This is an optimization exercise on Yosys and OpenROAD, whose aim is small area, a short achievable clock period and few clock cycles per item, not a production implementation.
At most, simulation tests tie the RTL to the original design; equivalence was not proved.
The clock port is modelled as an ideal driver, which makes a skipped or thinned clock tree look cheaper than it is; a real chip needs a root buffer or a tree.
Power and IR drop assume default switching activity.

==> module apb_fifo, before the edit <==
module apb_fifo (
    input  wire        clk,
    input  wire        rst,
    input  wire        psel,
    input  wire [3:0]  paddr,
    input  wire [31:0] pwdata,
    input  wire        penable,
    input  wire        pwrite,
    output wire [31:0] prdata,
    output wire        pready
);
reg [31:0] mem [0:15];    
reg [15:0] vld;           
reg        wacc;          
reg [3:0]  wa;            
reg [3:0]  cnt;           
reg        rdy;           
reg [31:0] rdq;           
wire setup = psel & ~penable;
wire full  = (cnt == 4'd15);
wire empty = (cnt == 4'd0);
wire [15:0] wsel = {16{wacc}} & (16'b1 << wa);    
always @(posedge clk or negedge rst) begin
    if (!rst) begin
        rdy  <= 1'b0;
        wacc <= 1'b0;
        cnt  <= 4'd0;
        vld  <= 16'b0;
    end else begin
        rdy  <= setup & (pwrite ? ~full : ~empty);
        wacc <= setup & pwrite & ~full;
        if (rdy)
            cnt <= pwrite ? cnt + 4'd1 : cnt - 4'd1;
        vld <= vld | wsel;
    end
end
wire [63:0] rsel;    
genvar c;
generate
    for (c = 0; c < 4; c = c + 1) begin : g_rsel
        apb_fifo_rsel u_rsel (.paddr(paddr), .vld(vld), .sel(rsel[16*c +: 16]));
    end
endgenerate
wire [31:0] rword;
genvar b, k;
generate
    for (b = 0; b < 32; b = b + 1) begin : g_rbit
        wire [7:0] t;
        wire [1:0] u;
        for (k = 0; k < 8; k = k + 1) begin : g_pair
            apb_fifo_aoi22 u_aoi (.a1(rsel[16*(b/8) + 2*k]), .a2(mem[2*k][b]),
                                  .b1(rsel[16*(b/8) + 2*k+1]), .b2(mem[2*k+1][b]), .y(t[k]));
        end
        apb_fifo_and4  u_a0 (.a(t[3:0]), .y(u[0]));
        apb_fifo_and4  u_a1 (.a(t[7:4]), .y(u[1]));
        apb_fifo_nand2 u_nd (.a(u[0]), .b(u[1]), .y(rword[b]));
    end
endgenerate
integer i;
always @(posedge clk) begin
    wa  <= paddr;
    for (i = 0; i < 16; i = i + 1)
        if (wsel[i])
            mem[i] <= pwdata;
    rdq <= rword;
end
assign prdata = rdq;
assign pready = rdy;
endmodule
export LEC_CHECK = 0
export CAP_MARGIN = 20
export CORE_MARGIN = 2
export CORE_UTILIZATION = 65
export SETUP_SLACK_MARGIN = 3.1
export SLEW_MARGIN = 20
export SYNTH_HIERARCHICAL = 1
export SYNTH_MINIMUM_KEEP_SIZE = 0
export TNS_END_PERCENT = 100
create_clock -name core_clock -period 5.0 [get_ports {clk}]
standard.sh (not shown) runs the stock make flow with config.mk's settings and CLKGATE_MAP_FILE= SYNTH_SCRIPT=/design/flow/synth_recipe.tcl, a recipe that flattens the netlist after the stock synthesis.
==> flow/flow/run.sh <==
#!/bin/bash
# Standard layout (bash standard.sh, all ORFS steps), with changes to clock
# tree synthesis and the timing repair that follows it:
#  - TritonCTS builds smaller sink clusters of clkbuf_8 and no dummy loads;
set -euo pipefail
here=$(pwd)
export CTS_ARGS="-sink_clustering_enable -repair_clock_nets -dont_use_dummy_load -sink_clustering_size 16 -sink_clustering_max_diameter 50 -buf_list sky130_fd_sc_hd__clkbuf_8"
# ORFS's own repair after CTS is skipped: post_cts.tcl repairs in steps instead.
export SKIP_CTS_REPAIR_TIMING=1
export FLOW_REPAIR_STEPS="${FLOW_REPAIR_STEPS:-2.5 2.6 2.7 2.8 2.85 2.9 2.95 3.0 3.05 3.1 3.15 3.2}"
export FLOW_FALLBACK_STEPS="2.5 2.6 2.7 2.8 2.9"
export FLOW_DOWNSIZE="${FLOW_DOWNSIZE-^a22oi$}"
export POST_CTS_TCL="$here/flow/post_cts.tcl"
bash standard.sh > "$here/standard.log" 2>&1
Other scripts of this flow, unchanged in this note and not shown: flow/flow/post_cts.tcl, flow/flow/probe.tcl, flow/flow/procs.tcl
Next try:
--- a/flow/design.v
+++ b/flow/design.v
@@ -11,29 +11,34 @@
 );
 reg [31:0] mem [0:15];    
 reg [15:0] vld;           
 reg        wacc;          
 reg [3:0]  wa;            
 reg [3:0]  cnt;           
-reg        rdy;           
+reg        racc;          
+reg        rdo;           
 reg [31:0] rdq;           
 wire setup = psel & ~penable;
 wire full  = (cnt == 4'd15);
 wire empty = (cnt == 4'd0);
 wire [15:0] wsel = {16{wacc}} & (16'b1 << wa);    
 always @(posedge clk or negedge rst) begin
     if (!rst) begin
-        rdy  <= 1'b0;
+        rdo  <= 1'b0;
         wacc <= 1'b0;
+        racc <= 1'b0;
         cnt  <= 4'd0;
         vld  <= 16'b0;
     end else begin
-        rdy  <= setup & (pwrite ? ~full : ~empty);
+        rdo  <= setup & (pwrite ? ~full : ~empty);
         wacc <= setup & pwrite & ~full;
-        if (rdy)
-            cnt <= pwrite ? cnt + 4'd1 : cnt - 4'd1;
+        racc <= setup & ~pwrite & ~empty;
+        if (wacc)
+            cnt <= cnt + 4'd1;
+        else if (racc)
+            cnt <= cnt - 4'd1;
         vld <= vld | wsel;
     end
 end
 wire [63:0] rsel;    
 genvar c;
 generate
@@ -62,13 +67,13 @@
     for (i = 0; i < 16; i = i + 1)
         if (wsel[i])
             mem[i] <= pwdata;
     rdq <= rword;
 end
 assign prdata = rdq;
-assign pready = rdy;
+assign pready = rdo;
 endmodule
 module apb_fifo_aoi22 (input wire a1, a2, b1, b2, output wire y);
 assign y = ~((a1 & a2) | (b1 & b2));
 endmodule
 module apb_fifo_and4 (input wire [3:0] a, output wire y);
 assign y = &a;
Cell count came out lower slightly. Final area came out lower slightly. Sequential power hardly moves. Total power came out lower slightly. Die area stays flat. Global-route usage came out lower by 0.91 points. First-iteration DRC count came out higher by a few percent.
Testbench counts after the change, summed over its fixed seeds: cycles 6,400, transfers 3,200.
Only the layout flow was run in the first run of this note; the RTL was not checked for function there.

before:
apb_fifo, a different RTL version from the one above (not shown whole).
Size: roughly 980 cells after synthesis, about 580 flip-flops, roughly 74 I/O pins.
==> module apb_fifo, before the edit <==
module apb_fifo (
    input  wire        clk,
    input  wire        rst,
    input  wire        psel,
    input  wire [3:0]  paddr,
    input  wire [31:0] pwdata,
    input  wire        penable,
    input  wire        pwrite,
    output wire [31:0] prdata,
    output wire        pready
);
reg [31:0] mem [0:15];    
reg [15:0] vld;           
reg [3:0]  cnt;           
reg [15:0] wsel;          
reg        rdy;           
reg [31:0] rdq;           
reg        rvld;          
wire setup = psel & ~penable;
wire full  = (cnt == 4'd15);
wire empty = (cnt == 4'd0);
always @(posedge clk or negedge rst) begin
    if (!rst) begin
        cnt <= 4'd0;
        vld <= 16'b0;
    end else begin
        if (rdy & penable)
            cnt <= pwrite ? cnt + 4'd1 : cnt - 4'd1;
        if (penable)
            vld <= vld | wsel;
    end
end
reg [31:0] rq [0:3];
reg [31:0] rword;
integer i;
always @(*) begin
    for (i = 0; i < 4; i = i + 1)
        rq[i] = mem[4*i + paddr[1:0]];
    rword = rq[paddr[3:2]];
end
always @(posedge clk) begin
    rdy  <= setup & (pwrite ? ~full : ~empty);
    wsel <= (setup & pwrite & ~full) ? (16'b1 << paddr) : 16'b0;
    for (i = 0; i < 16; i = i + 1)
        if (wsel[i] & penable)
            mem[i] <= pwdata;
    rdq  <= rword;
    rvld <= vld[paddr];
end
assign prdata = rdq & {32{rvld}};
assign pready = rdy;
endmodule
==> flow/config.mk <==
export PLATFORM = sky130hd
export DESIGN_NAME = apb_fifo
export DESIGN_NICKNAME = apb_fifo
export VERILOG_FILES = /design/flow/design.v
export SDC_FILE = /design/flow/constraint.sdc
export NUM_CORES = 4
export LEC_CHECK = 0
export CAP_MARGIN = 20
export CORE_MARGIN = 2
export CORE_UTILIZATION = 40
export SETUP_SLACK_MARGIN = 3.0
export SLEW_MARGIN = 20
export TNS_END_PERCENT = 5
==> flow/constraint.sdc <==
create_clock -name core_clock -period 5.0 [get_ports {clk}]
set_input_delay 1.0000 -clock core_clock [delete_from_list [all_inputs] [get_ports {clk}]]
set_output_delay 1.0000 -clock core_clock [all_outputs]
set_load 0.01 [all_outputs]
==> flow/flow/run.sh <==
#!/bin/bash
set -euo pipefail
here=$(pwd)
export CTS_ARGS="-sink_clustering_enable -repair_clock_nets -dont_use_dummy_load -sink_clustering_size 20 -sink_clustering_max_diameter 60"
export POST_CTS_TCL="$here/flow/post_cts.tcl"
bash standard.sh > "$here/standard.log" 2>&1
==> flow/flow/post_cts.tcl <==
proc drop_clock_root {} {
  set block [ord::get_db_block]
  set clknet [$block findNet clk]
  set roots {}
  foreach it [$clknet getITerms] { lappend roots [$it getInst] }
  if {[llength $roots] != 1} { puts "drop_clock_root: [llength $roots] roots, left alone"; return }
  set root [lindex $roots 0]
  set rnet [[$root findITerm X] getNet]
  set sinks {}
  foreach it [$rnet getITerms] { if {[$it isInputSignal]} { lappend sinks $it } }
  if {[llength $sinks] > 4} { puts "drop_clock_root: root drives [llength $sinks] pins, left alone"; return }
  foreach it $sinks { $it disconnect; $it connect $clknet }
  odb::dbInst_destroy $root
  odb::dbNet_destroy $rnet
  puts "drop_clock_root: clk now drives [llength [$clknet getITerms]] pins"
}

drop_clock_root
estimate_parasitics -placement
repair_timing_helper
detailed_placement
check_placement -verbose
report_clock_latency -clock [all_clocks]
report_worst_slack -max
Every stage of the flow completed for before, and the final layout passed the timing, DRC and antenna checks.
For after, these inputs were changed with respect to before:
diff --git a/flow/design.v b/flow/design.v
--- a/flow/design.v
+++ b/flow/design.v
@@ -13,11 +13,10 @@
 reg [15:0] vld;           
 reg [3:0]  cnt;           
 reg [15:0] wsel;          
 reg        rdy;           
 reg [31:0] rdq;           
-reg        rvld;          
 wire setup = psel & ~penable;
 wire full  = (cnt == 4'd15);
 wire empty = (cnt == 4'd0);
 always @(posedge clk or negedge rst) begin
     if (!rst) begin
@@ -28,25 +27,24 @@
             cnt <= pwrite ? cnt + 4'd1 : cnt - 4'd1;
         if (penable)
             vld <= vld | wsel;
     end
 end
-reg [31:0] rq [0:3];
-reg [31:0] rword;
+wire [15:0] rsel = vld & (16'b1 << paddr);
+reg  [31:0] rword;
 integer i;
 always @(*) begin
-    for (i = 0; i < 4; i = i + 1)
-        rq[i] = mem[4*i + paddr[1:0]];
-    rword = rq[paddr[3:2]];
+    rword = 32'b0;
+    for (i = 0; i < 16; i = i + 1)
+        rword = rword | ({32{rsel[i]}} & mem[i]);
 end
 always @(posedge clk) begin
     rdy  <= setup & (pwrite ? ~full : ~empty);
     wsel <= (setup & pwrite & ~full) ? (16'b1 << paddr) : 16'b0;
     for (i = 0; i < 16; i = i + 1)
         if (wsel[i] & penable)
             mem[i] <= pwdata;
-    rdq  <= rword;
-    rvld <= vld[paddr];
+    rdq <= rword;
 end
-assign prdata = rdq & {32{rvld}};
+assign prdata = rdq;
 assign pready = rdy;
 endmodule
==> summary.txt <==
Site row count went up slightly going from before to after.
Total power in after vs before: up 0.051 mW
Minimum clock period in after is 0.23 ns lower than in before
[after vs before] non-clock buffer count: higher in after
after ended up with a higher overall track demand over capacity in global routing than before did.
On number of vias after detailed routing: between before and after, it ends up higher for after.
Diff before -> after: utilization rose 1.4 points; area added between synthesis and finish up 3.7 points; number of flip-flops and latches did not really move; combinational share of power down 0.2 points.
Function was not checked in any run of this note: the RTL went through the layout flow alone.

==> static timing again, ports no longer ideal <==
Ports are ideal in the flow. The routed layouts listed here were re-timed in OpenROAD. Step 1 sets driving cells, clkbuf_16 on the clock port and buf_2 on the other inputs (assumed; they add their load-dependent delay and slew). Step 2, shift: input delay + t, output delay - t, t = (earliest + latest rising clock arrival at the registers) / 2. This alone moves slack from input paths to output paths. Three values: ideal, step 1, step 2; two values: the first two.
| run | t, ns | slack for setup (ns) | worst setup path at the end | worst slew at a driven data input, ns | pins driven straight from the clock port |
|---|---|---|---|---|---|
| the first run of note 1 | 0.469 | 3.055 / 2.977 / 2.586 | input to register | 0.09 | 4 |
| the second run of note 1 | 0.472 | 3.092 / 3.010 / 2.664 | input to register | 0.07 | 4 |
| before | 0.483 | 2.707 / 2.588 / 2.346 | input to register | 0.20 | 4 |
| after | 0.489 | 2.933 / 2.892 / 2.403 | input to register | 0.22 | 4 |
After both steps setup and hold are still met in every run listed. The setup slack of after, which loses most, moves by -0.041 ns with the drivers and by -0.530 ns with both steps.
